This design comes from an exercise in tuning for a short achievable clock period and few clock cycles on the open sky130 flow, not from production work. Only simulation tests tie the RTL to the original design; equivalence was not proved. Power and IR drop assume default switching activity.

Q:
==> flow/design.v <==
module ks_add #(parameter W = 32, parameter L = 5) (a, b, cin, s, cout);
  input  [W-1:0] a, b;
  input          cin;
  output [W-1:0] s;
  output         cout;
  wire [W-1:0] p  = a ^ b;
  wire [W-1:0] g0 = a & b;
  wire [(L+1)*W-1:0] gg, pp;
  assign gg[W-1:0] = {g0[W-1:1], g0[0] | (p[0] & cin)};
  assign pp[W-1:0] = p;
  genvar l, i;
  generate
    for (l = 0; l < L; l = l + 1) begin : lvl
      for (i = 0; i < W; i = i + 1) begin : col
        if (i >= (1 << l)) begin : comb
          assign gg[(l+1)*W + i] = gg[l*W + i] | (pp[l*W + i] & gg[l*W + i - (1 << l)]);
          assign pp[(l+1)*W + i] = pp[l*W + i] & pp[l*W + i - (1 << l)];
        end else begin : pass
          assign gg[(l+1)*W + i] = gg[l*W + i];
          assign pp[(l+1)*W + i] = pp[l*W + i];
        end
      end
    end
  endgenerate
  wire [W:0] c = {gg[L*W +: W], cin};
  assign s = p ^ c[W-1:0];
  assign cout = c[W];
endmodule
module mux2w #(parameter W = 32) (s, a, b, y);
  input          s;
  input  [W-1:0] a, b;
  output [W-1:0] y;
  assign y = s ? b : a;
endmodule
module dec5 (a, y);
  input  [4:0]  a;
  output [31:1] y;
  genvar k;
  generate
    for (k = 1; k < 32; k = k + 1) begin : d
      assign y[k] = (a == k);
    end
  endgenerate
endmodule
module cpu (rst, clk, addr, instruction,
            dmem_addr, dmem_wdata, dmem_write, dmem_read, dmem_readdata);
  input rst, clk;
  output reg [31:0] addr;
  input  [31:0] instruction;
  output [31:0] dmem_addr;
  output [31:0] dmem_wdata;
  output dmem_write, dmem_read;
  input  [31:0] dmem_readdata;
  reg [31:0] rf [1:31];
  reg [31:0] e_a, e_b, e_st;
  reg        e_fa, e_fb, e_fs;
  reg        e_add, e_sub, e_and, e_or, e_sltu;
  reg        e_beq, e_pt, e_again;
  reg [31:0] e_pc;
  reg [15:0] e_off;
  reg [4:0]  e_dst;
  reg        e_we, e_rd, e_wr;
  reg [31:0] m_res, m_st;
  reg        m_we, m_rd, m_wr, m_ldw;
  reg [4:0]  m_dst;
  assign dmem_addr  = m_res;
  assign dmem_wdata = m_st;
  assign dmem_write = m_we;
  assign dmem_read  = m_rd;
  wire [31:0] ea = e_fa ? m_res : e_a;
  wire [31:0] eb = e_fb ? m_res : e_b;
  wire [31:0] es = e_fs ? m_res : e_st;
  wire [31:0] s00, s10, s01, d00, d10, d01;
  wire        sc00, sc10, sc01, dc00, dc10, dc01;
  ks_add #(32) add00 (.a(e_a),   .b(e_b),    .cin(1'b0), .s(s00), .cout(sc00));
  ks_add #(32) add10 (.a(m_res), .b(e_b),    .cin(1'b0), .s(s10), .cout(sc10));
  ks_add #(32) add01 (.a(e_a),   .b(m_res),  .cin(1'b0), .s(s01), .cout(sc01));
  ks_add #(32) sub00 (.a(e_a),   .b(~e_b),   .cin(1'b1), .s(d00), .cout(dc00));
  ks_add #(32) sub10 (.a(m_res), .b(~e_b),   .cin(1'b1), .s(d10), .cout(dc10));
  ks_add #(32) sub01 (.a(e_a),   .b(~m_res), .cin(1'b1), .s(d01), .cout(dc01));
  wire [31:0] e_sum = e_fa ? (e_fb ? {m_res[30:0], 1'b0} : s10) : (e_fb ? s01 : s00);
  wire [31:0] e_dif = e_fa ? (e_fb ? 32'd0 : d10) : (e_fb ? d01 : d00);
  wire        e_dc  = e_fa ? (e_fb ? 1'b1 : dc10) : (e_fb ? dc01 : dc00);
  wire [31:0] e_res = ({32{e_add}}  & e_sum)
                    | ({32{e_sub}}  & e_dif)
                    | ({32{e_and}}  & (ea & eb))
                    | ({32{e_or}}   & (ea | eb))
                    | {31'd0, e_sltu & ~e_dc};
  wire e_eq00 = (e_a == e_b);
  wire e_eq10 = (m_res == e_b);
  wire e_eq01 = (e_a == m_res);
  wire e_eq = e_fa ? (e_fb ? 1'b1 : e_eq10) : (e_fb ? e_eq01 : e_eq00);
  wire [31:0] e_pc4 = e_pc + 32'd4;
  wire [29:0] e_tgt;
  wire        e_tc;
  ks_add #(30) add_t (.a(e_pc[31:2]), .b({{14{e_off[15]}}, e_off}), .cin(1'b1), .s(e_tgt), .cout(e_tc));
  wire [31:0] e_alt = e_again ? e_pc : e_pt ? e_pc4 : {e_tgt, 2'b00};
  wire e_mis = (e_beq & (e_eq ^ e_pt)) | e_again;
  wire [5:0]  f_op  = instruction[31:26];
  wire [4:0]  f_rs  = instruction[25:21];
  wire [4:0]  f_rt  = instruction[20:16];
  wire [4:0]  f_rdf = instruction[15:11];
  wire [5:0]  f_fn  = instruction[5:0];
  wire [15:0] f_im  = instruction[15:0];
  wire [31:0] f_imm = {{16{f_im[15]}}, f_im};
  wire f_isR    = (f_op == 6'h00);
  wire f_isAddi = (f_op == 6'h08);
  wire f_isLw   = (f_op == 6'h23);
  wire f_isSw   = (f_op == 6'h2b);
  wire f_isBeq  = (f_op == 6'h04);
  wire f_isJal  = (f_op == 6'h03);
  wire f_isJ    = (f_op[5:1] == 5'b00001);
  wire f_useRs = f_isR | f_isAddi | f_isLw | f_isSw | f_isBeq;
  wire f_useRt = f_isR | f_isSw | f_isBeq;
  wire [31:0] rf_rs, rf_rt;
  genvar g;
  generate
    for (g = 0; g < 4; g = g + 1) begin : slice
      wire [31:1] rs1h, rt1h;
      dec5 dec_rs (.a(f_rs), .y(rs1h));
      dec5 dec_rt (.a(f_rt), .y(rt1h));
      reg [7:0] vs, vt;
      integer k;
      always @(*) begin
        vs = 8'd0;
        vt = 8'd0;
        for (k = 1; k < 32; k = k + 1) begin
          vs = vs | ({8{rs1h[k]}} & rf[k][8*g +: 8]);
          vt = vt | ({8{rt1h[k]}} & rf[k][8*g +: 8]);
        end
      end
      assign rf_rs[8*g +: 8] = vs;
      assign rf_rt[8*g +: 8] = vt;
    end
  endgenerate
  wire [31:0] m_wdata = m_ldw ? dmem_readdata : m_res;
  wire m_any = m_wr | m_ldw;
  wire [31:0] f_rsv = (m_any && m_dst == f_rs) ? m_wdata : rf_rs;
  wire [31:0] f_rtv = (m_any && m_dst == f_rt) ? m_wdata : rf_rt;
  wire f_fwa = e_wr && (e_dst == f_rs);
  wire f_fwt = e_wr && (e_dst == f_rt);
  wire f_again = e_rd && ((f_useRs && e_dst == f_rs) || (f_useRt && e_dst == f_rt));
  wire [31:0] f_pc4 = addr + 32'd4;
  wire [31:0] f_jt  = {f_pc4[31:28], instruction[25:0], 2'b00};
  wire [7:0]  f_lo;
  wire        f_lc;
  ks_add #(8) add_f (.a(addr[9:2]), .b(f_im[7:0]), .cin(1'b1), .s(f_lo), .cout(f_lc));
  wire [21:0] f_hi  = addr[31:10];
  wire [21:0] f_hip = f_hi + 22'd1;
  wire [21:0] f_him = f_hi - 22'd1;
  wire f_near = (f_im[15:7] == 9'h000) || (f_im[15:7] == 9'h1ff);
  wire f_pt = f_isBeq && ((f_rs == f_rt) || f_im[15]) && f_near;
  wire [4:0] f_dst = f_isR ? f_rdf : f_isJal ? 5'd31 : f_rt;
  wire f_wr  = (f_isR | f_isAddi | f_isJal) && (f_dst != 5'd0);
  wire f_ldw = f_isLw && (f_dst != 5'd0);
  wire f_kill = rst || e_mis;
  wire [31:0] f_early = rst ? 32'd0 : e_mis ? e_alt : f_pc4;
  wire        f_take  = !f_kill && (f_isJ || f_pt);
  wire [7:0]  f_llo   = f_isJ ? instruction[7:0] : f_lo;
  wire [21:0] f_jhi   = {f_pc4[31:28], instruction[25:8]};
  wire [21:0] f_l0    = f_isJ ? f_jhi : (f_im[15] ? f_him : f_hi);
  wire [21:0] f_l1    = f_isJ ? f_jhi : (f_im[15] ? f_hi : f_hip);
  wire [21:0] f_lhi;
  wire [31:0] f_next;
  mux2w #(22) mux_c (.s(f_lc),   .a(f_l0),    .b(f_l1),                  .y(f_lhi));
  mux2w #(32) mux_t (.s(f_take), .a(f_early), .b({f_lhi, f_llo, 2'b00}), .y(f_next));
  always @(posedge clk)
    addr <= f_next;
  always @(posedge clk) begin
    e_a   <= f_isJal ? 32'd0 : f_rsv;
    e_fa  <= f_fwa && !f_isJal;
    e_b   <= f_isJal ? f_pc4 : (f_isR || f_isBeq) ? f_rtv : f_imm;
    e_fb  <= f_fwt && (f_isR || f_isBeq);
    e_st  <= f_rtv;
    e_fs  <= f_fwt;
    e_add <= f_isAddi | f_isLw | f_isSw | f_isJal | (f_isR && f_fn == 6'h20);
    e_sub <= f_isR && f_fn == 6'h22;
    e_and <= f_isR && f_fn == 6'h24;
    e_or  <= f_isR && f_fn == 6'h25;
    e_sltu <= f_isR && f_fn == 6'h2b;
    e_pt  <= f_pt;
    e_pc  <= addr;
    e_off <= f_im;
    e_dst <= f_dst;
    if (f_kill || f_again) begin
      e_beq <= 1'b0;
      e_we  <= 1'b0;
      e_rd  <= 1'b0;
      e_wr  <= 1'b0;
    end else begin
      e_beq <= f_isBeq;
      e_we  <= f_isSw;
      e_rd  <= f_ldw;
      e_wr  <= f_wr;
    end
    e_again <= !f_kill && f_again;
  end
  always @(posedge clk) begin
    m_res <= e_res;
    m_st  <= es;
    m_dst <= e_dst;
    if (rst) begin
      m_we  <= 1'b0;
      m_rd  <= 1'b0;
      m_wr  <= 1'b0;
      m_ldw <= 1'b0;
    end else begin
      m_we  <= e_we;
      m_rd  <= e_rd;
      m_wr  <= e_wr;
      m_ldw <= e_rd;
    end
  end
  integer i;
  always @(posedge clk) begin
    for (i = 1; i < 32; i = i + 1) begin
      if (rst)
        rf[i] <= i;
      else if (m_any && m_dst == i)
        rf[i] <= m_wdata;
    end
  end
endmodule
Settings: LEC_CHECK=0, ABC_CLOCK_PERIOD_IN_PS=1500, CAP_MARGIN=20, CORE_MARGIN=2, CORE_UTILIZATION=30, PLACE_DENSITY=0.35, SLEW_MARGIN=20, SYNTH_HIERARCHICAL=1, TNS_END_PERCENT=0; clock period 10.0 ns.
standard.sh (not shown) runs the stock make flow with config.mk's settings and CLKGATE_MAP_FILE= SYNTH_SCRIPT=/design/flow/synth_recipe.tcl, a recipe that flattens the netlist after the stock synthesis.
==> flow/flow/run.sh <==
#!/bin/bash
set -euo pipefail
export SETUP_SLACK_MARGIN=6.8
bash standard.sh > standard.log 2>&1
Q: all stages complete, timing, DRC and antenna checks passed
Testbench counts of Q, summed over its fixed seeds: cycles 93,515.
--- input diff Q..T ---
--- a/flow/design.v
+++ b/flow/design.v
@@ -113,26 +113,26 @@
   wire f_useRs = f_isR | f_isAddi | f_isLw | f_isSw | f_isBeq;
   wire f_useRt = f_isR | f_isSw | f_isBeq;
   wire [31:0] rf_rs, rf_rt;
   genvar g;
   generate
-    for (g = 0; g < 4; g = g + 1) begin : slice
+    for (g = 0; g < 8; g = g + 1) begin : slice
       wire [31:1] rs1h, rt1h;
       dec5 dec_rs (.a(f_rs), .y(rs1h));
       dec5 dec_rt (.a(f_rt), .y(rt1h));
-      reg [7:0] vs, vt;
+      reg [3:0] vs, vt;
       integer k;
       always @(*) begin
-        vs = 8'd0;
-        vt = 8'd0;
+        vs = 4'd0;
+        vt = 4'd0;
         for (k = 1; k < 32; k = k + 1) begin
-          vs = vs | ({8{rs1h[k]}} & rf[k][8*g +: 8]);
-          vt = vt | ({8{rt1h[k]}} & rf[k][8*g +: 8]);
+          vs = vs | ({4{rs1h[k]}} & rf[k][4*g +: 4]);
+          vt = vt | ({4{rt1h[k]}} & rf[k][4*g +: 4]);
         end
       end
-      assign rf_rs[8*g +: 8] = vs;
-      assign rf_rt[8*g +: 8] = vt;
+      assign rf_rs[4*g +: 4] = vs;
+      assign rf_rt[4*g +: 4] = vt;
     end
   endgenerate
   wire [31:0] m_wdata = m_ldw ? dmem_readdata : m_res;
   wire m_any = m_wr | m_ldw;
   wire [31:0] f_rsv = (m_any && m_dst == f_rs) ? m_wdata : rf_rs;
==> comparison <==
Compared with Q, in T count of inverters not on the clock network in the layout increased about 6%, final cycle utilization of the critical path increased 0.59 points, number of hold violations in the final report essentially unchanged, clock skew increased 0.0072 ns. T vs. Q: power decreased 240 µW; clock group total power down about 3.6%; sequential cell fraction of total power now larger; area of all placed cells without fillers went down; total setup buffers inserted after CTS decreased by 50 relative to the old numbers. Of the two values seen for termination of the worst setup path, e_a[15]$_SDFF_PP0_ was produced by Q and e_b[18]$_DFF_P_ by T. T against Q: average routed wire per standard cell saw a decrease; mean area per synthesized cell saw little to no change; fraction of cell area in non-clock buffers saw a decrease; share of power burned in the clock network saw a decrease; total congestion overflow saw little to no change.
Testbench counts of T, summed over its fixed seeds: cycles 93,515.

[what the ideal ports hide]
The flow's constraints put no driver on any port. The routed layouts listed below were extracted and timed again, unchanged, in two steps.
Step 1: set_driving_cell puts a clkbuf_16 on clk and a buf_2 on each other input, an assumption about the parent block.
Step 2 moves the port delays by t, midway between the first and last clock arrival at a register: inputs arrive t later, outputs are due t later. That takes back most of the time a late clock gives input paths.
a / b / c = ideal ports / drivers / drivers and shift; a / b = the first two.
| run | t, ns | slack for setup (ns) | worst register clock-pin slew, ns | worst slew at a driven data input, ns |
|---|---|---|---|---|
| Q | 0.919 | 6.031 / 6.098 / 5.179 | 0.07 / 0.07 | 0.11 |
| T | 0.901 | 5.973 / 5.972 / 5.070 | 0.07 / 0.07 | 0.19 |
After both steps setup and hold are still met in every run listed. For T, which loses most, drivers alone change the setup slack by -0.001 ns; drivers and shift together by -0.903 ns.
